Context: an optimization exercise on an open-source flow, tuned for small area. The choices shown serve that exercise and are no tape-out recipe. In this exercise RTL edits were held to simulation tests only and were not proved equivalent to the original. No activity file was given, so power comes from the tool's default toggle rates.

## flow/design.v (module list and top-level ports; edited modules follow where they fit)
// module axis_fir_15: 3145 lines
// module fa_cell: 4 lines
// module hold1: 3 lines
module axis_fir_15 #
    (
        parameter integer C_S00_AXIS_TDATA_WIDTH    = 64,
        parameter integer C_M00_AXIS_TDATA_WIDTH    = 64
    )
    (
        input wire  s00_axis_aclk, s00_axis_aresetn,
        input wire  s00_axis_tlast, s00_axis_tvalid,
        input wire [C_S00_AXIS_TDATA_WIDTH-1 : 0] s00_axis_tdata,
        input wire [(C_S00_AXIS_TDATA_WIDTH/8)-1: 0] s00_axis_tstrb,
        output logic  s00_axis_tready,
        input wire  m00_axis_aclk, m00_axis_aresetn,
        input wire  m00_axis_tready,
        output logic  m00_axis_tvalid, m00_axis_tlast,
        output logic [C_M00_AXIS_TDATA_WIDTH-1 : 0] m00_axis_tdata,
        output logic [(C_M00_AXIS_TDATA_WIDTH/8)-1: 0] m00_axis_tstrb
    );
  // ...
==> flow/flow/run.sh <==
#!/bin/bash
set -euo pipefail
export BUFFER_PORTS_ARGS="-buffer_cell sky130_fd_sc_hd__buf_1"
export CTS_ARGS="-sink_clustering_enable -repair_clock_nets -buf_list {sky130_fd_sc_hd__clkbuf_4 sky130_fd_sc_hd__clkbuf_8} -sink_clustering_buffer sky130_fd_sc_hd__clkbuf_4 -sink_clustering_size 10 -sink_clustering_max_diameter 40 -dont_use_dummy_load"
bash standard.sh > standard.log 2>&1
==> flow/standard.sh <==
#!/bin/bash
# synth_recipe.tcl (not shown) runs the flow's synth.tcl, then flattens the netlist and writes it again
# the make line also repeats each setting of config.mk as NAME=value (left out here)
make -C /OpenROAD-flow-scripts/flow DESIGN_CONFIG=/design/flow/config.mk WORK_HOME=/design/flow/orfs CLKGATE_MAP_FILE= SYNTH_SCRIPT=/design/flow/synth_recipe.tcl "${@:-finish}"
==> flow/config.mk <==
export PLATFORM = sky130hd
export DESIGN_NAME = axis_fir_15
export DESIGN_NICKNAME = axis_fir_15
export VERILOG_FILES = /design/flow/design.v
export SDC_FILE = /design/flow/constraint.sdc
export NUM_CORES = 8
export LEC_CHECK = 0
export CAP_MARGIN = 20
export CORE_MARGIN = 2
export CORE_UTILIZATION = 75
export CTS_BUF_LIST = sky130_fd_sc_hd__clkbuf_8
export CTS_CLUSTER_DIAMETER = 60
export CTS_CLUSTER_SIZE = 16
export SLEW_MARGIN = 20
export SYNTH_HIERARCHICAL = 1
==> flow/constraint.sdc <==
create_clock -name core_clock -period 12.0 [get_ports {s00_axis_aclk}]
set_input_delay 2.4000 -clock core_clock [delete_from_list [all_inputs] [get_ports {s00_axis_aclk}]]
set_output_delay 2.4000 -clock core_clock [all_outputs]
set_load 0.01 [all_outputs]
==> impl_metrics.tcl, run 1 <==
set metrics [dict create \
    post_cts_buffers 0 \
    wl_met1_um 109200 \
    crit_type "reg2reg" \
    io_pins 154 \
    grt_max_degree 267 \
    netlist_instances 7907 \
    final_cells 10520 \
    r2r_setup_slack_ps 1220 \
    core_mm2 0.1535 \
    initial_utilization 0.7526 \
    cts_tree "built" \
    dpl_cell_area_mm2 0.1192 \
    status "no timing/DRC/antenna violations" \
    met2_usage 0.5496 \
    use_met3 0.05191 \
    synth_fa_ha_area_frac 0.1553 \
    n_all_buffers 190 \
    pwr-share-seq 0.597 \
    hold-path-cell-count 1 \
    drc 0 \
    antenna_found_initial 6 \
    intPower_mw 13.73 \
    pg_comb_mw 2.39 \
    yosys_most_used_dff "dfxtp_1" \
    slew_headroom 0.1726 \
]
==> run 2, diff against run 1 <==
--- a/flow/design.v
+++ b/flow/design.v
@@ -17,371 +17,43 @@
         output logic [C_M00_AXIS_TDATA_WIDTH-1 : 0] m00_axis_tdata,
         output logic [(C_M00_AXIS_TDATA_WIDTH/8)-1: 0] m00_axis_tstrb
     );
     localparam integer N = 102;
     localparam integer AW = 41;
     wire accept = s00_axis_tvalid & m00_axis_tready;
     wire rst = ~s00_axis_aresetn;
     assign s00_axis_tready = m00_axis_tready;
-    logic [6:0] cnt;                 
-    always_ff @(posedge s00_axis_aclk) begin
-        if (rst) cnt <= '0;
-        else if (accept && cnt != 7'(N)) cnt <= cnt + 7'd1;
-    end
     always_ff @(posedge s00_axis_aclk) begin
         if (rst) m00_axis_tvalid <= 1'b0;
         else if (accept) m00_axis_tvalid <= 1'b1;
         else if (m00_axis_tready) m00_axis_tvalid <= 1'b0;
     end
-    wire hold = ~accept;
     wire hold_r = ~accept & ~rst;
     wire load_r = accept & ~rst;
     logic [31:0] xs [0:N-1];
     logic [31:0] xs_d [0:N-1];
-    for (genvar j = 0; j < 32; j++) begin : g_x0
-        hold1 u_h (.d(s00_axis_tdata[32+j]), .q(xs[0][j]), .en(load_r), .en_n(hold_r), .y(xs_d[0][j]));
-    end
-    wire ld1 = load_r & (cnt >= 7'd1);
-    for (genvar j = 0; j < 32; j++) begin : g_x1
-        hold1 u_h (.d(xs[0][j]), .q(xs[1][j]), .en(ld1), .en_n(hold_r), .y(xs_d[1][j]));
-    end
-    for (genvar j = 0; j < 32; j++) begin : g_x2
-        hold1 u_h (.d(xs[1][j]), .q(xs[2][j]), .en(accept), .en_n(hold), .y(xs_d[2][j]));
-    end
-    for (genvar j = 0; j < 32; j++) begin : g_x3
-        hold1 u_h (.d(xs[2][j]), .q(xs[3][j]), .en(accept), .en_n(hold), .y(xs_d[3][j]));
-    end
-    wire ld4 = load_r & (cnt >= 7'd4);
-    for (genvar j = 0; j < 32; j++) begin : g_x4
-        hold1 u_h (.d(xs[3][j]), .q(xs[4][j]), .en(ld4), .en_n(hold_r), .y(xs_d[4][j]));
-    end
-    for (genvar j = 0; j < 32; j++) begin : g_x5
-        hold1 u_h (.d(xs[4][j]), .q(xs[5][j]), .en(accept), .en_n(hold), .y(xs_d[5][j]));
-    end
-    for (genvar j = 0; j < 32; j++) begin : g_x6
-        hold1 u_h (.d(xs[5][j]), .q(xs[6][j]), .en(accept), .en_n(hold), .y(xs_d[6][j]));
-    end
-    for (genvar j = 0; j < 32; j++) begin : g_x7
-        hold1 u_h (.d(xs[6][j]), .q(xs[7][j]), .en(accept), .en_n(hold), .y(xs_d[7][j]));
-    end
-    for (genvar j = 0; j < 32; j++) begin : g_x8
-        hold1 u_h (.d(xs[7][j]), .q(xs[8][j]), .en(accept), .en_n(hold), .y(xs_d[8][j]));
-    end
-    for (genvar j = 0; j < 32; j++) begin : g_x9
-        hold1 u_h (.d(xs[8][j]), .q(xs[9][j]), .en(accept), .en_n(hold), .y(xs_d[9][j]));
-    end
-    wire ld10 = load_r & (cnt >= 7'd10);
-    for (genvar j = 0; j < 32; j++) begin : g_x10
-        hold1 u_h (.d(xs[9][j]), .q(xs[10][j]), .en(ld10), .en_n(hold_r), .y(xs_d[10][j]));
-    end
-    for (genvar j = 0; j < 32; j++) begin : g_x11
-        hold1 u_h (.d(xs[10][j]), .q(xs[11][j]), .en(accept), .en_n(hold), .y(xs_d[11][j]));
-    end
-    for (genvar j = 0; j < 32; j++) begin : g_x12
-        hold1 u_h (.d(xs[11][j]), .q(xs[12][j]), .en(accept), .en_n(hold), .y(xs_d[12][j]));
-    end
-    for (genvar j = 0; j < 32; j++) begin : g_x13
-        hold1 u_h (.d(xs[12][j]), .q(xs[13][j]), .en(accept), .en_n(hold), .y(xs_d[13][j]));
-    end
-    for (genvar j = 0; j < 32; j++) begin : g_x14
-        hold1 u_h (.d(xs[13][j]), .q(xs[14][j]), .en(accept), .en_n(hold), .y(xs_d[14][j]));
-    end
-    for (genvar j = 0; j < 32; j++) begin : g_x15
-        hold1 u_h (.d(xs[14][j]), .q(xs[15][j]), .en(accept), .en_n(hold), .y(xs_d[15][j]));
-    end
-    for (genvar j = 0; j < 32; j++) begin : g_x16
-        hold1 u_h (.d(xs[15][j]), .q(xs[16][j]), .en(accept), .en_n(hold), .y(xs_d[16][j]));
-    end
-    for (genvar j = 0; j < 32; j++) begin : g_x17
-        hold1 u_h (.d(xs[16][j]), .q(xs[17][j]), .en(accept), .en_n(hold), .y(xs_d[17][j]));
-    end
-    for (genvar j = 0; j < 32; j++) begin : g_x18
-        hold1 u_h (.d(xs[17][j]), .q(xs[18][j]), .en(accept), .en_n(hold), .y(xs_d[18][j]));
-    end
-    for (genvar j = 0; j < 32; j++) begin : g_x19
-        hold1 u_h (.d(xs[18][j]), .q(xs[19][j]), .en(accept), .en_n(hold), .y(xs_d[19][j]));
-    end
-    for (genvar j = 0; j < 32; j++) begin : g_x20
-        hold1 u_h (.d(xs[19][j]), .q(xs[20][j]), .en(accept), .en_n(hold), .y(xs_d[20][j]));
-    end
-    for (genvar j = 0; j < 32; j++) begin : g_x21
-        hold1 u_h (.d(xs[20][j]), .q(xs[21][j]), .en(accept), .en_n(hold), .y(xs_d[21][j]));
-    end
-    for (genvar j = 0; j < 32; j++) begin : g_x22
-        hold1 u_h (.d(xs[21][j]), .q(xs[22][j]), .en(accept), .en_n(hold), .y(xs_d[22][j]));
-    end
-    wire ld23 = load_r & (cnt >= 7'd23);
-    for (genvar j = 0; j < 32; j++) begin : g_x23
-        hold1 u_h (.d(xs[22][j]), .q(xs[23][j]), .en(ld23), .en_n(hold_r), .y(xs_d[23][j]));
-    end
-    for (genvar j = 0; j < 32; j++) begin : g_x24
-        hold1 u_h (.d(xs[23][j]), .q(xs[24][j]), .en(accept), .en_n(hold), .y(xs_d[24][j]));
-    end
-    for (genvar j = 0; j < 32; j++) begin : g_x25
-        hold1 u_h (.d(xs[24][j]), .q(xs[25][j]), .en(accept), .en_n(hold), .y(xs_d[25][j]));
-    end
-    for (genvar j = 0; j < 32; j++) begin : g_x26
-        hold1 u_h (.d(xs[25][j]), .q(xs[26][j]), .en(accept), .en_n(hold), .y(xs_d[26][j]));
-    end
-    wire ld27 = load_r & (cnt >= 7'd27);
-    for (genvar j = 0; j < 32; j++) begin : g_x27
-        hold1 u_h (.d(xs[26][j]), .q(xs[27][j]), .en(ld27), .en_n(hold_r), .y(xs_d[27][j]));
-    end
-    for (genvar j = 0; j < 32; j++) begin : g_x28
-        hold1 u_h (.d(xs[27][j]), .q(xs[28][j]), .en(accept), .en_n(hold), .y(xs_d[28][j]));
-    end
-    for (genvar j = 0; j < 32; j++) begin : g_x29
-        hold1 u_h (.d(xs[28][j]), .q(xs[29][j]), .en(accept), .en_n(hold), .y(xs_d[29][j]));
-    end
-    wire ld30 = load_r & (cnt >= 7'd30);
-    for (genvar j = 0; j < 32; j++) begin : g_x30
-        hold1 u_h (.d(xs[29][j]), .q(xs[30][j]), .en(ld30), .en_n(hold_r), .y(xs_d[30][j]));
-    end
-    for (genvar j = 0; j < 32; j++) begin : g_x31
-        hold1 u_h (.d(xs[30][j]), .q(xs[31][j]), .en(accept), .en_n(hold), .y(xs_d[31][j]));
-    end
-    for (genvar j = 0; j < 32; j++) begin : g_x32
-        hold1 u_h (.d(xs[31][j]), .q(xs[32][j]), .en(accept), .en_n(hold), .y(xs_d[32][j]));
-    end
-    wire ld33 = load_r & (cnt >= 7'd33);
-    for (genvar j = 0; j < 32; j++) begin : g_x33
-        hold1 u_h (.d(xs[32][j]), .q(xs[33][j]), .en(ld33), .en_n(hold_r), .y(xs_d[33][j]));
-    end
-    for (genvar j = 0; j < 32; j++) begin : g_x34
-        hold1 u_h (.d(xs[33][j]), .q(xs[34][j]), .en(accept), .en_n(hold), .y(xs_d[34][j]));
-    end
-    wire ld35 = load_r & (cnt >= 7'd35);
-    for (genvar j = 0; j < 32; j++) begin : g_x35
-        hold1 u_h (.d(xs[34][j]), .q(xs[35][j]), .en(ld35), .en_n(hold_r), .y(xs_d[35][j]));
-    end
-    for (genvar j = 0; j < 32; j++) begin : g_x36
-        hold1 u_h (.d(xs[35][j]), .q(xs[36][j]), .en(accept), .en_n(hold), .y(xs_d[36][j]));
-    end
-    wire ld37 = load_r & (cnt >= 7'd37);
-    for (genvar j = 0; j < 32; j++) begin : g_x37
-        hold1 u_h (.d(xs[36][j]), .q(xs[37][j]), .en(ld37), .en_n(hold_r), .y(xs_d[37][j]));
-    end
-    for (genvar j = 0; j < 32; j++) begin : g_x38
-        hold1 u_h (.d(xs[37][j]), .q(xs[38][j]), .en(accept), .en_n(hold), .y(xs_d[38][j]));
-    end
-    for (genvar j = 0; j < 32; j++) begin : g_x39
-        hold1 u_h (.d(xs[38][j]), .q(xs[39][j]), .en(accept), .en_n(hold), .y(xs_d[39][j]));
-    end
-    wire ld40 = load_r & (cnt >= 7'd40);
-    for (genvar j = 0; j < 32; j++) begin : g_x40
-        hold1 u_h (.d(xs[39][j]), .q(xs[40][j]), .en(ld40), .en_n(hold_r), .y(xs_d[40][j]));
-    end
-    for (genvar j = 0; j < 32; j++) begin : g_x41
-        hold1 u_h (.d(xs[40][j]), .q(xs[41][j]), .en(accept), .en_n(hold), .y(xs_d[41][j]));
-    end
-    wire ld42 = load_r & (cnt >= 7'd42);
-    for (genvar j = 0; j < 32; j++) begin : g_x42
-        hold1 u_h (.d(xs[41][j]), .q(xs[42][j]), .en(ld42), .en_n(hold_r), .y(xs_d[42][j]));
-    end
-    for (genvar j = 0; j < 32; j++) begin : g_x43
-        hold1 u_h (.d(xs[42][j]), .q(xs[43][j]), .en(accept), .en_n(hold), .y(xs_d[43][j]));
-    end
-    for (genvar j = 0; j < 32; j++) begin : g_x44
-        hold1 u_h (.d(xs[43][j]), .q(xs[44][j]), .en(accept), .en_n(hold), .y(xs_d[44][j]));
-    end
-    for (genvar j = 0; j < 32; j++) begin : g_x45
-        hold1 u_h (.d(xs[44][j]), .q(xs[45][j]), .en(accept), .en_n(hold), .y(xs_d[45][j]));
-    end
-    wire ld46 = load_r & (cnt >= 7'd46);
-    for (genvar j = 0; j < 32; j++) begin : g_x46
-        hold1 u_h (.d(xs[45][j]), .q(xs[46][j]), .en(ld46), .en_n(hold_r), .y(xs_d[46][j]));
-    end
-    for (genvar j = 0; j < 32; j++) begin : g_x47
-        hold1 u_h (.d(xs[46][j]), .q(xs[47][j]), .en(accept), .en_n(hold), .y(xs_d[47][j]));
-    end
-    for (genvar j = 0; j < 32; j++) begin : g_x48
-        hold1 u_h (.d(xs[47][j]), .q(xs[48][j]), .en(accept), .en_n(hold), .y(xs_d[48][j]));
-    end
-    for (genvar j = 0; j < 32; j++) begin : g_x49
-        hold1 u_h (.d(xs[48][j]), .q(xs[49][j]), .en(accept), .en_n(hold), .y(xs_d[49][j]));
-    end
-    for (genvar j = 0; j < 32; j++) begin : g_x50
-        hold1 u_h (.d(xs[49][j]), .q(xs[50][j]), .en(accept), .en_n(hold), .y(xs_d[50][j]));
-    end
-    for (genvar j = 0; j < 32; j++) begin : g_x51
-        hold1 u_h (.d(xs[50][j]), .q(xs[51][j]), .en(accept), .en_n(hold), .y(xs_d[51][j]));
-    end
-    for (genvar j = 0; j < 32; j++) begin : g_x52
-        hold1 u_h (.d(xs[51][j]), .q(xs[52][j]), .en(accept), .en_n(hold), .y(xs_d[52][j]));
-    end
-    for (genvar j = 0; j < 32; j++) begin : g_x53
-        hold1 u_h (.d(xs[52][j]), .q(xs[53][j]), .en(accept), .en_n(hold), .y(xs_d[53][j]));
-    end
-    for (genvar j = 0; j < 32; j++) begin : g_x54
-        hold1 u_h (.d(xs[53][j]), .q(xs[54][j]), .en(accept), .en_n(hold), .y(xs_d[54][j]));
-    end
-    wire ld55 = load_r & (cnt >= 7'd55);
-    for (genvar j = 0; j < 32; j++) begin : g_x55
-        hold1 u_h (.d(xs[54][j]), .q(xs[55][j]), .en(ld55), .en_n(hold_r), .y(xs_d[55][j]));
-    end
-    for (genvar j = 0; j < 32; j++) begin : g_x56
-        hold1 u_h (.d(xs[55][j]), .q(xs[56][j]), .en(accept), .en_n(hold), .y(xs_d[56][j]));
-    end
-    for (genvar j = 0; j < 32; j++) begin : g_x57
-        hold1 u_h (.d(xs[56][j]), .q(xs[57][j]), .en(accept), .en_n(hold), .y(xs_d[57][j]));
-    end
-    for (genvar j = 0; j < 32; j++) begin : g_x58
-        hold1 u_h (.d(xs[57][j]), .q(xs[58][j]), .en(accept), .en_n(hold), .y(xs_d[58][j]));
-    end
-    wire ld59 = load_r & (cnt >= 7'd59);
-    for (genvar j = 0; j < 32; j++) begin : g_x59
-        hold1 u_h (.d(xs[58][j]), .q(xs[59][j]), .en(ld59), .en_n(hold_r), .y(xs_d[59][j]));
-    end
-    for (genvar j = 0; j < 32; j++) begin : g_x60
-        hold1 u_h (.d(xs[59][j]), .q(xs[60][j]), .en(accept), .en_n(hold), .y(xs_d[60][j]));
-    end
-    wire ld61 = load_r & (cnt >= 7'd61);
-    for (genvar j = 0; j < 32; j++) begin : g_x61
-        hold1 u_h (.d(xs[60][j]), .q(xs[61][j]), .en(ld61), .en_n(hold_r), .y(xs_d[61][j]));
-    end
-    for (genvar j = 0; j < 32; j++) begin : g_x62
-        hold1 u_h (.d(xs[61][j]), .q(xs[62][j]), .en(accept), .en_n(hold), .y(xs_d[62][j]));
-    end
-    for (genvar j = 0; j < 32; j++) begin : g_x63
-        hold1 u_h (.d(xs[62][j]), .q(xs[63][j]), .en(accept), .en_n(hold), .y(xs_d[63][j]));
-    end
-    wire ld64 = load_r & (cnt >= 7'd64);
-    for (genvar j = 0; j < 32; j++) begin : g_x64
-        hold1 u_h (.d(xs[63][j]), .q(xs[64][j]), .en(ld64), .en_n(hold_r), .y(xs_d[64][j]));
-    end
-    for (genvar j = 0; j < 32; j++) begin : g_x65
-        hold1 u_h (.d(xs[64][j]), .q(xs[65][j]), .en(accept), .en_n(hold), .y(xs_d[65][j]));
-    end
-    wire ld66 = load_r & (cnt >= 7'd66);
-    for (genvar j = 0; j < 32; j++) begin : g_x66
-        hold1 u_h (.d(xs[65][j]), .q(xs[66][j]), .en(ld66), .en_n(hold_r), .y(xs_d[66][j]));
-    end
-    for (genvar j = 0; j < 32; j++) begin : g_x67
-        hold1 u_h (.d(xs[66][j]), .q(xs[67][j]), .en(accept), .en_n(hold), .y(xs_d[67][j]));
-    end
-    wire ld68 = load_r & (cnt >= 7'd68);
-    for (genvar j = 0; j < 32; j++) begin : g_x68
-        hold1 u_h (.d(xs[67][j]), .q(xs[68][j]), .en(ld68), .en_n(hold_r), .y(xs_d[68][j]));
-    end
-    for (genvar j = 0; j < 32; j++) begin : g_x69
-        hold1 u_h (.d(xs[68][j]), .q(xs[69][j]), .en(accept), .en_n(hold), .y(xs_d[69][j]));
-    end
-    for (genvar j = 0; j < 32; j++) begin : g_x70
-        hold1 u_h (.d(xs[69][j]), .q(xs[70][j]), .en(accept), .en_n(hold), .y(xs_d[70][j]));
-    end
-    wire ld71 = load_r & (cnt >= 7'd71);
-    for (genvar j = 0; j < 32; j++) begin : g_x71
-        hold1 u_h (.d(xs[70][j]), .q(xs[71][j]), .en(ld71), .en_n(hold_r), .y(xs_d[71][j]));
-    end
-    for (genvar j = 0; j < 32; j++) begin : g_x72
-        hold1 u_h (.d(xs[71][j]), .q(xs[72][j]), .en(accept), .en_n(hold), .y(xs_d[72][j]));
-    end
-    for (genvar j = 0; j < 32; j++) begin : g_x73
-        hold1 u_h (.d(xs[72][j]), .q(xs[73][j]), .en(accept), .en_n(hold), .y(xs_d[73][j]));
-    end
-    wire ld74 = load_r & (cnt >= 7'd74);
-    for (genvar j = 0; j < 32; j++) begin : g_x74
-        hold1 u_h (.d(xs[73][j]), .q(xs[74][j]), .en(ld74), .en_n(hold_r), .y(xs_d[74][j]));
-    end
-    for (genvar j = 0; j < 32; j++) begin : g_x75
-        hold1 u_h (.d(xs[74][j]), .q(xs[75][j]), .en(accept), .en_n(hold), .y(xs_d[75][j]));
-    end
-    for (genvar j = 0; j < 32; j++) begin : g_x76
-        hold1 u_h (.d(xs[75][j]), .q(xs[76][j]), .en(accept), .en_n(hold), .y(xs_d[76][j]));
-    end
-    for (genvar j = 0; j < 32; j++) begin : g_x77
-        hold1 u_h (.d(xs[76][j]), .q(xs[77][j]), .en(accept), .en_n(hold), .y(xs_d[77][j]));
-    end
-    wire ld78 = load_r & (cnt >= 7'd78);
-    for (genvar j = 0; j < 32; j++) begin : g_x78
-        hold1 u_h (.d(xs[77][j]), .q(xs[78][j]), .en(ld78), .en_n(hold_r), .y(xs_d[78][j]));
-    end
-    for (genvar j = 0; j < 32; j++) begin : g_x79
-        hold1 u_h (.d(xs[78][j]), .q(xs[79][j]), .en(accept), .en_n(hold), .y(xs_d[79][j]));
-    end
-    for (genvar j = 0; j < 32; j++) begin : g_x80
-        hold1 u_h (.d(xs[79][j]), .q(xs[80][j]), .en(accept), .en_n(hold), .y(xs_d[80][j]));
-    end
-    for (genvar j = 0; j < 32; j++) begin : g_x81
-        hold1 u_h (.d(xs[80][j]), .q(xs[81][j]), .en(accept), .en_n(hold), .y(xs_d[81][j]));
-    end
-    for (genvar j = 0; j < 32; j++) begin : g_x82
-        hold1 u_h (.d(xs[81][j]), .q(xs[82][j]), .en(accept), .en_n(hold), .y(xs_d[82][j]));
-    end
-    for (genvar j = 0; j < 32; j++) begin : g_x83
-        hold1 u_h (.d(xs[82][j]), .q(xs[83][j]), .en(accept), .en_n(hold), .y(xs_d[83][j]));
-    end
-    for (genvar j = 0; j < 32; j++) begin : g_x84
-        hold1 u_h (.d(xs[83][j]), .q(xs[84][j]), .en(accept), .en_n(hold), .y(xs_d[84][j]));
-    end
-    for (genvar j = 0; j < 32; j++) begin : g_x85
-        hold1 u_h (.d(xs[84][j]), .q(xs[85][j]), .en(accept), .en_n(hold), .y(xs_d[85][j]));
-    end
-    for (genvar j = 0; j < 32; j++) begin : g_x86
-        hold1 u_h (.d(xs[85][j]), .q(xs[86][j]), .en(accept), .en_n(hold), .y(xs_d[86][j]));
-    end
-    for (genvar j = 0; j < 32; j++) begin : g_x87
-        hold1 u_h (.d(xs[86][j]), .q(xs[87][j]), .en(accept), .en_n(hold), .y(xs_d[87][j]));
-    end
-    for (genvar j = 0; j < 32; j++) begin : g_x88
-        hold1 u_h (.d(xs[87][j]), .q(xs[88][j]), .en(accept), .en_n(hold), .y(xs_d[88][j]));
-    end
-    for (genvar j = 0; j < 32; j++) begin : g_x89
-        hold1 u_h (.d(xs[88][j]), .q(xs[89][j]), .en(accept), .en_n(hold), .y(xs_d[89][j]));
-    end
-    for (genvar j = 0; j < 32; j++) begin : g_x90
-        hold1 u_h (.d(xs[89][j]), .q(xs[90][j]), .en(accept), .en_n(hold), .y(xs_d[90][j]));
-    end
-    wire ld91 = load_r & (cnt >= 7'd91);
-    for (genvar j = 0; j < 32; j++) begin : g_x91
-        hold1 u_h (.d(xs[90][j]), .q(xs[91][j]), .en(ld91), .en_n(hold_r), .y(xs_d[91][j]));
-    end
-    for (genvar j = 0; j < 32; j++) begin : g_x92
-        hold1 u_h (.d(xs[91][j]), .q(xs[92][j]), .en(accept), .en_n(hold), .y(xs_d[92][j]));
-    end
-    for (genvar j = 0; j < 32; j++) begin : g_x93
-        hold1 u_h (.d(xs[92][j]), .q(xs[93][j]), .en(accept), .en_n(hold), .y(xs_d[93][j]));
-    end
-    for (genvar j = 0; j < 32; j++) begin : g_x94
-        hold1 u_h (.d(xs[93][j]), .q(xs[94][j]), .en(accept), .en_n(hold), .y(xs_d[94][j]));
-    end
-    for (genvar j = 0; j < 32; j++) begin : g_x95
-        hold1 u_h (.d(xs[94][j]), .q(xs[95][j]), .en(accept), .en_n(hold), .y(xs_d[95][j]));
-    end
-    for (genvar j = 0; j < 32; j++) begin : g_x96
-        hold1 u_h (.d(xs[95][j]), .q(xs[96][j]), .en(accept), .en_n(hold), .y(xs_d[96][j]));
-    end
-    wire ld97 = load_r & (cnt >= 7'd97);
-    for (genvar j = 0; j < 32; j++) begin : g_x97
-        hold1 u_h (.d(xs[96][j]), .q(xs[97][j]), .en(ld97), .en_n(hold_r), .y(xs_d[97][j]));
-    end
-    for (genvar j = 0; j < 32; j++) begin : g_x98
-        hold1 u_h (.d(xs[97][j]), .q(xs[98][j]), .en(accept), .en_n(hold), .y(xs_d[98][j]));
-    end
-    for (genvar j = 0; j < 32; j++) begin : g_x99
-        hold1 u_h (.d(xs[98][j]), .q(xs[99][j]), .en(accept), .en_n(hold), .y(xs_d[99][j]));
-    end
-    wire ld100 = load_r & (cnt >= 7'd100);
-    for (genvar j = 0; j < 32; j++) begin : g_x100
-        hold1 u_h (.d(xs[99][j]), .q(xs[100][j]), .en(ld100), .en_n(hold_r), .y(xs_d[100][j]));
-    end
-    wire ld101 = load_r & (cnt >= 7'd101);
-    for (genvar j = 0; j < 32; j++) begin : g_x101
-        hold1 u_h (.d(xs[100][j]), .q(xs[101][j]), .en(ld101), .en_n(hold_r), .y(xs_d[101][j]));
+    for (genvar i = 0; i < N; i++) begin : g_line
+        for (genvar j = 0; j < 32; j++) begin : g_bit
+            if (i == 0) begin : g_in
+                hold1 u_h (.d(s00_axis_tdata[32+j]), .q(xs[0][j]), .en(load_r), .en_n(hold_r), .y(xs_d[0][j]));
+            end else begin : g_shift
+                hold1 u_h (.d(xs[i-1][j]), .q(xs[i][j]), .en(load_r), .en_n(hold_r), .y(xs_d[i][j]));
+            end
+        end
     end
     always_ff @(posedge s00_axis_aclk) begin
         for (int i = 0; i < N; i++) xs[i] <= xs_d[i];
     end
     logic [7:0] strb_d;
     logic last_d;
     for (genvar j = 0; j < 8; j++) begin : g_strb
-        hold1 u_h (.d(s00_axis_tstrb[j]), .q(m00_axis_tstrb[j]), .en(accept), .en_n(hold), .y(strb_d[j]));
+        hold1 u_h (.d(s00_axis_tstrb[j]), .q(m00_axis_tstrb[j]), .en(load_r), .en_n(hold_r), .y(strb_d[j]));
     end
-    hold1 u_last (.d(s00_axis_tlast), .q(m00_axis_tlast), .en(accept), .en_n(hold), .y(last_d));
+    hold1 u_last (.d(s00_axis_tlast), .q(m00_axis_tlast), .en(load_r), .en_n(hold_r), .y(last_d));
     always_ff @(posedge s00_axis_aclk) begin
         m00_axis_tstrb <= strb_d;
         m00_axis_tlast <= last_d;
     end
     logic [AW-1:0] acc;             
     wire s1;
     wire c2;
     fa_cell u_s1 (.a(xs[0][0]), .b(xs[4][0]), .c(xs[10][0]), .s(s1), .co(c2));
@@ -3125,24 +2797,24 @@
     assign s1802 = acc[39] ^ 1'b1;
     assign c1803 = acc[39] & 1'b1;
     wire s1804;
     wire c1805;
     assign s1804 = acc[40] ^ 1'b1;
     assign c1805 = acc[40] & 1'b1;
     wire [AW-1:0] ra = {c1803, c1801, c1799, c1797, s1796, c1787, c1785, c1783, c1781, c1779, c1777, c1775, c1773, c1771, c1769, c1767, c1765, c1763, c1761, c1759, c1757, c1755, c1753, c1751, c1749, c1747, c1745, c1743, c1741, c1739, c1737, c1735, c1733, c1731, c1729, c1795, s1794, s1792, s1790, s1726, s1662};
     wire [AW-1:0] rb = {s1804, s1802, s1800, s1798, 1'b1, s1788, s1786, s1784, s1782, s1780, s1778, s1776, s1774, s1772, s1770, s1768, s1766, s1764, s1762, s1760, s1758, s1756, s1754, s1752, s1750, s1748, s1746, s1744, s1742, s1740, s1738, s1736, s1734, s1732, s1730, s1728, 1'b1, 1'b0, 1'b0, 1'b0, 1'b0};
-    wire [11:0] rc;
+    wire [13:0] rc;
     wire [AW-1:0] sum;
     assign sum[0] = ra[0] ^ rb[0];
     assign rc[0] = ra[0] & rb[0];
-    for (genvar j = 1; j < 12; j++) begin : g_rip
+    for (genvar j = 1; j < 14; j++) begin : g_rip
         fa_cell u_r (.a(ra[j]), .b(rb[j]), .c(rc[j-1]), .s(sum[j]), .co(rc[j]));
     end
-    assign sum[AW-1:12] = ra[AW-1:12] + rb[AW-1:12] + {{(AW-12-1){1'b0}}, rc[11]};
+    assign sum[AW-1:14] = ra[AW-1:14] + rb[AW-1:14] + {{(AW-14-1){1'b0}}, rc[13]};
     logic [AW-1:0] acc_d;
     for (genvar j = 0; j < AW; j++) begin : g_acc
         hold1 u_h (.d(sum[j]), .q(acc[j]), .en(load_r), .en_n(hold_r), .y(acc_d[j]));
     end
     always_ff @(posedge s00_axis_aclk) acc <= acc_d;
     assign m00_axis_tdata = {{(64-AW){acc[AW-1]}}, acc};
 endmodule
 module fa_cell (input wire a, b, c, output wire s, co);
==> flow/flow/run.sh (replaced) <==
#!/bin/bash
set -euo pipefail
export BUFFER_PORTS_ARGS="-buffer_cell sky130_fd_sc_hd__buf_1"
export CTS_ARGS="-sink_clustering_enable -repair_clock_nets -buf_list sky130_fd_sc_hd__clkbuf_8 -sink_clustering_size 18 -sink_clustering_max_diameter 60 -dont_use_dummy_load"
bash standard.sh > standard.log 2>&1
==> run 2 against run 1 <==
Against the previous run:
- still clean
- synthesized cell count decreased by 1.1%
- clock-buffer cell count is 205 lower
- register-to-register slack worse by 710 ps
- maximum frequency down 6.2%
- clock power shrank 9.3%
- critical path depth up 1
- synthesized area decreased by 0.51%
- sequential power about the same
- largest cell class unchanged
- highest routed layer is now met4
==> impl_metrics.tcl, run 2 <==
set metrics [dict create \
    status "no timing/DRC/antenna violations" \
    async_flop_share 0 \
    track_usage 0.2667 \
    ys_warn_count 10 \
    synth_area_leaders "dfxtp_1, a22o_1, fa_1" \
    tns_ps 0 \
    cts_tree "built" \
    crit_type "reg2reg" \
    dieArea_mm2 0.1564 \
    skew_ps 60.78 \
    synth_edf_count 0 \
    die_w_um 395.5 \
    final_cells 10190 \
    worstPathRequired_ps 12790 \
    yosys_most_used_dff "dfxtp_1" \
    cts-root-buf "clkbuf_8" \
    synthTopCellsByCount "a22o_1, dfxtp_1, fa_1" \
    power_density_mw_per_mm2 146.8 \
    io_pins 154 \
    fin_nets 9139 \
    grt_pass1_vias 64850 \
    cts_buffers 206 \
    syn_to_final_growth_pct 5.381 \
    min_period_ps 11490 \
    largest_reg_flops 3264 \
    grt_pass1_wl_um 348100 \
    drv_cap 0 \
    cpMostUsedCell "fa_1" \
    cp_max_fo 4 \
    synth.avg_cell_area_um2 14.70 \
    first_pass_iters 5 \
    design_area_mm2 0.1211 \
    drc 0 \
    p_total_mw 17.78 \
    clock.fmax_mhz 87.01 \
    endpoint_kind "flop" \
    critPathTopFamily "adder cells" \
    insertion_delay_ps 940 \
    critPathBufInv 1 \
    setup-violations-final 0 \
    drive_above_1_share 0.03213 \
    netlist_instances 7819 \
    netlist.area_leader.share 0.5774 \
    cp-start-kind "flop" \
    layout_common_cells "a22o_1, dfxtp_1, fa_1, clkbuf_8, buf_1" \
    portBuffers 119 \
    cpPeakStageDelay_ps 550 \
    cts_sinks 3315 \
    initial_utilization 0.7558 \
    core_mm2 0.1521 \
    ys_ff_latch 3315 \
    die_y_um 395.5 \
    netlist_area_mm2 0.1149 \
    rows 143 \
    overflow 0 \
    hold_path_class "reg2reg" \
    vias_per_cell 6.481 \
    postRouteAntennaNets 0 \
    post_cts_buffers 0 \
    holdWs_ps 453.8 \
    cts.path.max_buffers 3 \
    ir_worst_vdd_mv 0.1243 \
    post_cts_resize_count 0 \
    grt_max_degree 272 \
    dr.first_iter.drc_count 5428 \
    crit_slowest_cell "fa_1" \
    fin_crit_sh 0.9578 \
    layout_setup_ws_ps 506.8 \
    postRouteWirelength_um 208900 \
    antenna_found_initial 1 \
    hold_buffers 0 \
    clk_pin_slew_ps 110 \
    postLayoutCoreUtil 0.7965 \
    crit_arrival_ps 12290 \
    slew_viol_final 0 \
    ctsHtreeMaxLevel 4 \
    vias 66010 \
    ys_seq_area_frac 0.5774 \
    dpl_cell_area_mm2 0.1183 \
    routabilityCongestion 0.8955 \
    routedWlPerCell_um 20.51 \
    reg_top3 "xs x3264, acc x41, m00_axis_tstrb x8" \
    synthDistinctLibCells 53 \
    synth_top_area_cell "dfxtp_1" \
    hold_viol_final 0 \
    regMostFlops "xs" \
    post-place-cells 9978 \
    hpwl_um 133700 \
    pre_cts_ws_ps 491.8 \
    slew_headroom 0.2026 \
    power_leakage_nw 49.72 \
    tightest_slew_ps 1196 \
    grt_setup_unrepaired "no" \
]
run 2: changes by cell type in the layout (fill, tap and decap cells not counted), moves of 9 or more:
cell,delta
buf_12,+11
nor2_1,-9
nor2_4,-12
a21oi_4,-9
clkbuf_4,-362
buf_4,-41
clkbuf_8,+157
run 2: logic make-up (layout without fill, tap and decap cells):
| family | Yosys count | count (layout) | share of synthesized area |
|---|---|---|---|
| mux | 1 | 1 | 0.00008708 |
| buf+inv | 107 | 439 | 0.004681 |
| fa+ha+maj | 904 | 904 | 0.1558 |
| simple gates | 72 | 72 | 0.003244 |
| compound gates | 3395 | 3395 | 0.2570 |
| flops | 3315 | 3315 | 0.5774 |
| xor+xnor | 23 | 23 | 0.001752 |
| other cells | 2 | 6 | 0.00006534 |
run 2: per-layer routing:
metal	track usage	wire [um]
met5	0	0
met2	0.4012	96460
met1	0.4139	99860
met3	0.03695	8078
met4	0.06253	4472
run 2: worst register-to-register path: cells and delay by family (launching register included):
| kind | cells | cell delay (ps) |
|---|---|---|
| AO/OA/AOI/OAI | 7 | 1760 |
| adder cells (fa/ha/maj) | 20 | 9050 |
| flip-flops | 1 | 510 |
| buffers and inverters | 1 | 50 |
run 2: modules after synthesis (local to each module, per instance):
module,flops+latches,copies in the design,cells inside
fa_cell,0,877,1
hold1,0,3314,1
axis_fir_15,3315,1,3628
run 2: layout make-up:
type / instances / area (um2)
repair buffers: 160 / 1045
multi-input cells: 4400 / 48070
fillers: 8995 / 30950
clock buffers: 206 / 2835
flip-flops and latches: 3315 / 66360
well taps: 2030 / 2540
inverters: 73 / 274.0
diodes: 1 / 2.502
run 2: where the power goes:
| part | leakage, nW | total [mW] | switching, mW | internal [mW] |
|---|---|---|---|---|
| clock network | 1.48 | 4.66 | 3.12 | 1.54 |
| logic | 21.5 | 2.01 | 1.27 | 0.735 |
| registers | 26.7 | 11.1 | 0.0712 | 11.0 |
| total | 49.7 | 17.8 | 4.46 | 13.3 |
run 2: final timing paths:
path            start        to  slack (ps)  depth (start not counted)
max          xs[0][2]   acc[38]         510                         28
min          xs[3][4]  xs[4][4]         450                          1
max reg2reg  xs[0][2]   acc[38]         510                         28
min reg2reg  xs[3][4]  xs[4][4]         450                          1
==> run 3, diff against run 2 <==
--- a/flow/config.mk
+++ b/flow/config.mk
@@ -9,3 +9,3 @@
 export CORE_MARGIN = 2
-export CORE_UTILIZATION = 75
+export CORE_UTILIZATION = 70
 export CTS_BUF_LIST = sky130_fd_sc_hd__clkbuf_8
==> run 3 against run 2 <==
Against the previous run:
- still clean
- design area is 0.22% higher
- sequential share of layout area down 0.12 points
- largest power group unchanged
- clock skew shrank 4.8 ps
- synthesized area did not move
- critical path depth is 1 higher
==> impl_metrics.tcl, run 3 <==
set metrics [dict create \
    status "no timing/DRC/antenna violations" \
    fill_cells 10550 \
    clkPwrFrac 0.263 \
    cpMostUsedCell "fa_1" \
    ir_worst_vdd_mv 0.1406 \
    synthTopCellsByCount "a22o_1, dfxtp_1, fa_1" \
    power_density_mw_per_mm2 147.0 \
    synth.avg_cell_area_um2 14.70 \
    cts_buffers 208 \
    dieArea_mm2 0.1675 \
    insertion_delay_ps 980 \
    netlist.area_leader.share 0.5774 \
    power_frac_comb 0.114 \
    cts-root-buf "clkbuf_8" \
    postRouteWirelength_um 210300 \
    largest_reg_flops 3264 \
    regMostFlops "xs" \
    wl_met3_um 7749 \
    setup-violations-final 0 \
    vias_per_cell 6.393 \
    multi_input_area_mm2 0.04807 \
    post-place-cells 10130 \
    cp_max_fo 4 \
    first_pass_iters 5 \
    slew_headroom 0.2336 \
    hpwl_um 134700 \
    fin_nets 9149 \
    ys_seq_area_frac 0.5774 \
    syn_to_final_growth_pct 5.611 \
    netlist_instances 7819 \
    overflow 0 \
    ys_ff_latch 3315 \
    layout_common_cells "a22o_1, dfxtp_1, fa_1, clkbuf_8, buf_1" \
    post_cts_buffers 0 \
    routabilityCongestion 0.8677 \
    route.met2.wl_um 97310 \
    vias 66120 \
    p_sw_mw 4.508 \
    clock.fmax_mhz 88.87 \
    crit_slowest_cell "fa_1" \
    io_pins 154 \
    endpoint_kind "flop" \
    track_usage 0.2514 \
    dr.first_iter.drc_count 5439 \
    postRouteAntennaNets 0 \
    drive_above_1_share 0.03332 \
    worstPathRequired_ps 12880 \
    crit_type "reg2reg" \
    skew_ps 55.94 \
    cts_tree "built" \
    grt_setup_unrepaired "no" \
    routedWlPerCell_um 20.33 \
    synth_edf_count 0 \
    hold_buffers 0 \
    ys_warn_count 10 \
    rows 148 \
    tightest_slew_ps 1150 \
    antenna_found_initial 2 \
    clk_pin_slew_ps 110 \
    die_w_um 409.2 \
    drv_cap 0 \
    power_leakage_nw 49.77 \
    crit_arrival_ps 12130 \
    initial_utilization 0.7054 \
    cts.path.max_buffers 3 \
    tns_ps 0 \
    ctsHtreeMaxLevel 4 \
    slew_viol_final 0 \
    pwr-share-seq 0.623 \
    hold_viol_final 0 \
    drc 0 \
    top_layer "met4" \
    intPower_mw 13.34 \
    seq_area_mm2 0.06636 \
    portBuffers 119 \
    cpPeakStageDelay_ps 560 \
    wl_met1_um 100900 \
    netlist_area_mm2 0.1149 \
    cts_sinks 3315 \
    hold_path_class "reg2reg" \
    synthDistinctLibCells 53 \
    grt_max_degree 272 \
    synth_top_area_cell "dfxtp_1" \
    min_period_ps 11250 \
    reg_top3 "xs x3264, acc x41, m00_axis_tstrb x8" \
    die_y_um 409.2 \
    cp-start-kind "flop" \
    yosys_most_used_dff "dfxtp_1" \
    grt_pass1_wl_um 350900 \
    final_cells 10340 \
    grt_pass1_vias 64950 \
    fin_crit_sh 0.9377 \
    post_cts_resize_count 0 \
    swShare 0.2526 \
    synth_area_leaders "dfxtp_1, a22o_1, fa_1" \
    core_mm2 0.1630 \
    async_flop_share 0 \
]
run 3: cell types whose count changed in the layout (fill, tap and decap cells not counted), sizes merged:
| cell | change |
|---|---|
| buf | +8 |
| clkbuf | +2 |
| diode | +3 |
run 3: final timing paths:
path	startpoint	end	slack (ps)	cells past startpoint
setup / recovery	xs[0][0]	acc[38]	750	29
hold / removal	xs[17][21]	xs[18][21]	450	1
setup reg to reg	xs[0][0]	acc[38]	750	29
hold reg to reg	xs[17][21]	xs[18][21]	450	1
run 3: layout make-up:
cell class / instances / share of cell area
antenna: 4 / 0.00008245
clock buffer: 208 / 0.02358
inverter: 73 / 0.002257
multi-input combinational: 4400 / 0.3960
sequential: 3315 / 0.5467
tap: 2175 / 0.02242
timing repair buffer: 168 / 0.008998
run 3: metrics by stage:
step | hold WS, ps | instance area, um2 | power, mW | utilization | worst slack, ps
floorplan | 443.4 | 115000 | 12.93 | - | -33680
global placement | 454.2 | 118500 | 13.34 | 0.7271 | 769.8
detailed placement | 455.2 | 118500 | 13.38 | 0.7271 | 694.2
CTS | 450.6 | 121400 | 17.99 | 0.7447 | 695.0
global route | 460.3 | 121400 | 18.59 | 0.7450 | 430.4
finish | 449.5 | 121400 | 17.85 | 0.7450 | 748.0
run 3: cells by family after synthesis:
kind of cell	synth area share
flops	0.5774
compound gates	0.2570
buf+inv	0.004681
mux	0.00008708
fa+ha+maj	0.1558
other cells	0.00006534
simple gates	0.003244
xor+xnor	0.001752
run 3: power by group through the flow:
stage          Clock (mW)  Sequential (mW)  Combinational (mW)
6_report             4.70             11.1                2.04
5_1_grt              5.23             11.1                2.24
4_1_cts              4.84             11.1                2.03
3_5_place_dp            0             11.4                2.01
3_3_place_gp            0             11.4                1.97
2_1_floorplan           0             11.4                1.57
run 3: worst max-delay path: cells and delay by family, from the launching register on:
kind,cells,cell delay (ps)
adder cells (fa/ha/maj),20,9050
AO/OA/AOI/OAI,7,1410
flip-flops,1,470
buffers and inverters,2,230
run 3: per-module statistics from Yosys (local to each module, per instance):
module | flops+latches | cells inside | area [um2]
fa_cell | 0 | 1 | 20.02
axis_fir_15 | 3315 | 3628 | 68360
hold1 | 0 | 1 | 8.758
run 3: per-layer routing:
metal  vias up  track usage
met3       261      0.03683
met1     33710       0.3832
met5         -            0
li1      31060            -
met4         0      0.05939
met2      1089       0.3829

[separate check: timing with driven ports]
The flow's constraints put no driver on any port. The routed layouts listed below were extracted and timed again, unchanged, in two steps. Step 1 assumes that a clkbuf_16 drives the clock port and a buf_2 every other input. Step 2, shift: input delay + t, output delay - t, t = (earliest + latest rising clock arrival at the registers) / 2. This alone moves slack from input paths to output paths. a / b / c = ideal / step 1 / step 2; a / b = the first two.
| run | t, ns | setup WS [ns] | worst register clock-pin slew, ns |
|---|---|---|---|
| run 1 | 1.064 | 1.219 / 1.219 / 1.219 | 0.12 / 0.12 |
| run 2 | 0.987 | 0.507 / 0.507 / 0.507 | 0.11 / 0.11 |
| run 3 | 1.049 | 0.748 / 0.748 / 0.748 | 0.11 / 0.11 |
After both steps every run listed still meets setup and hold.
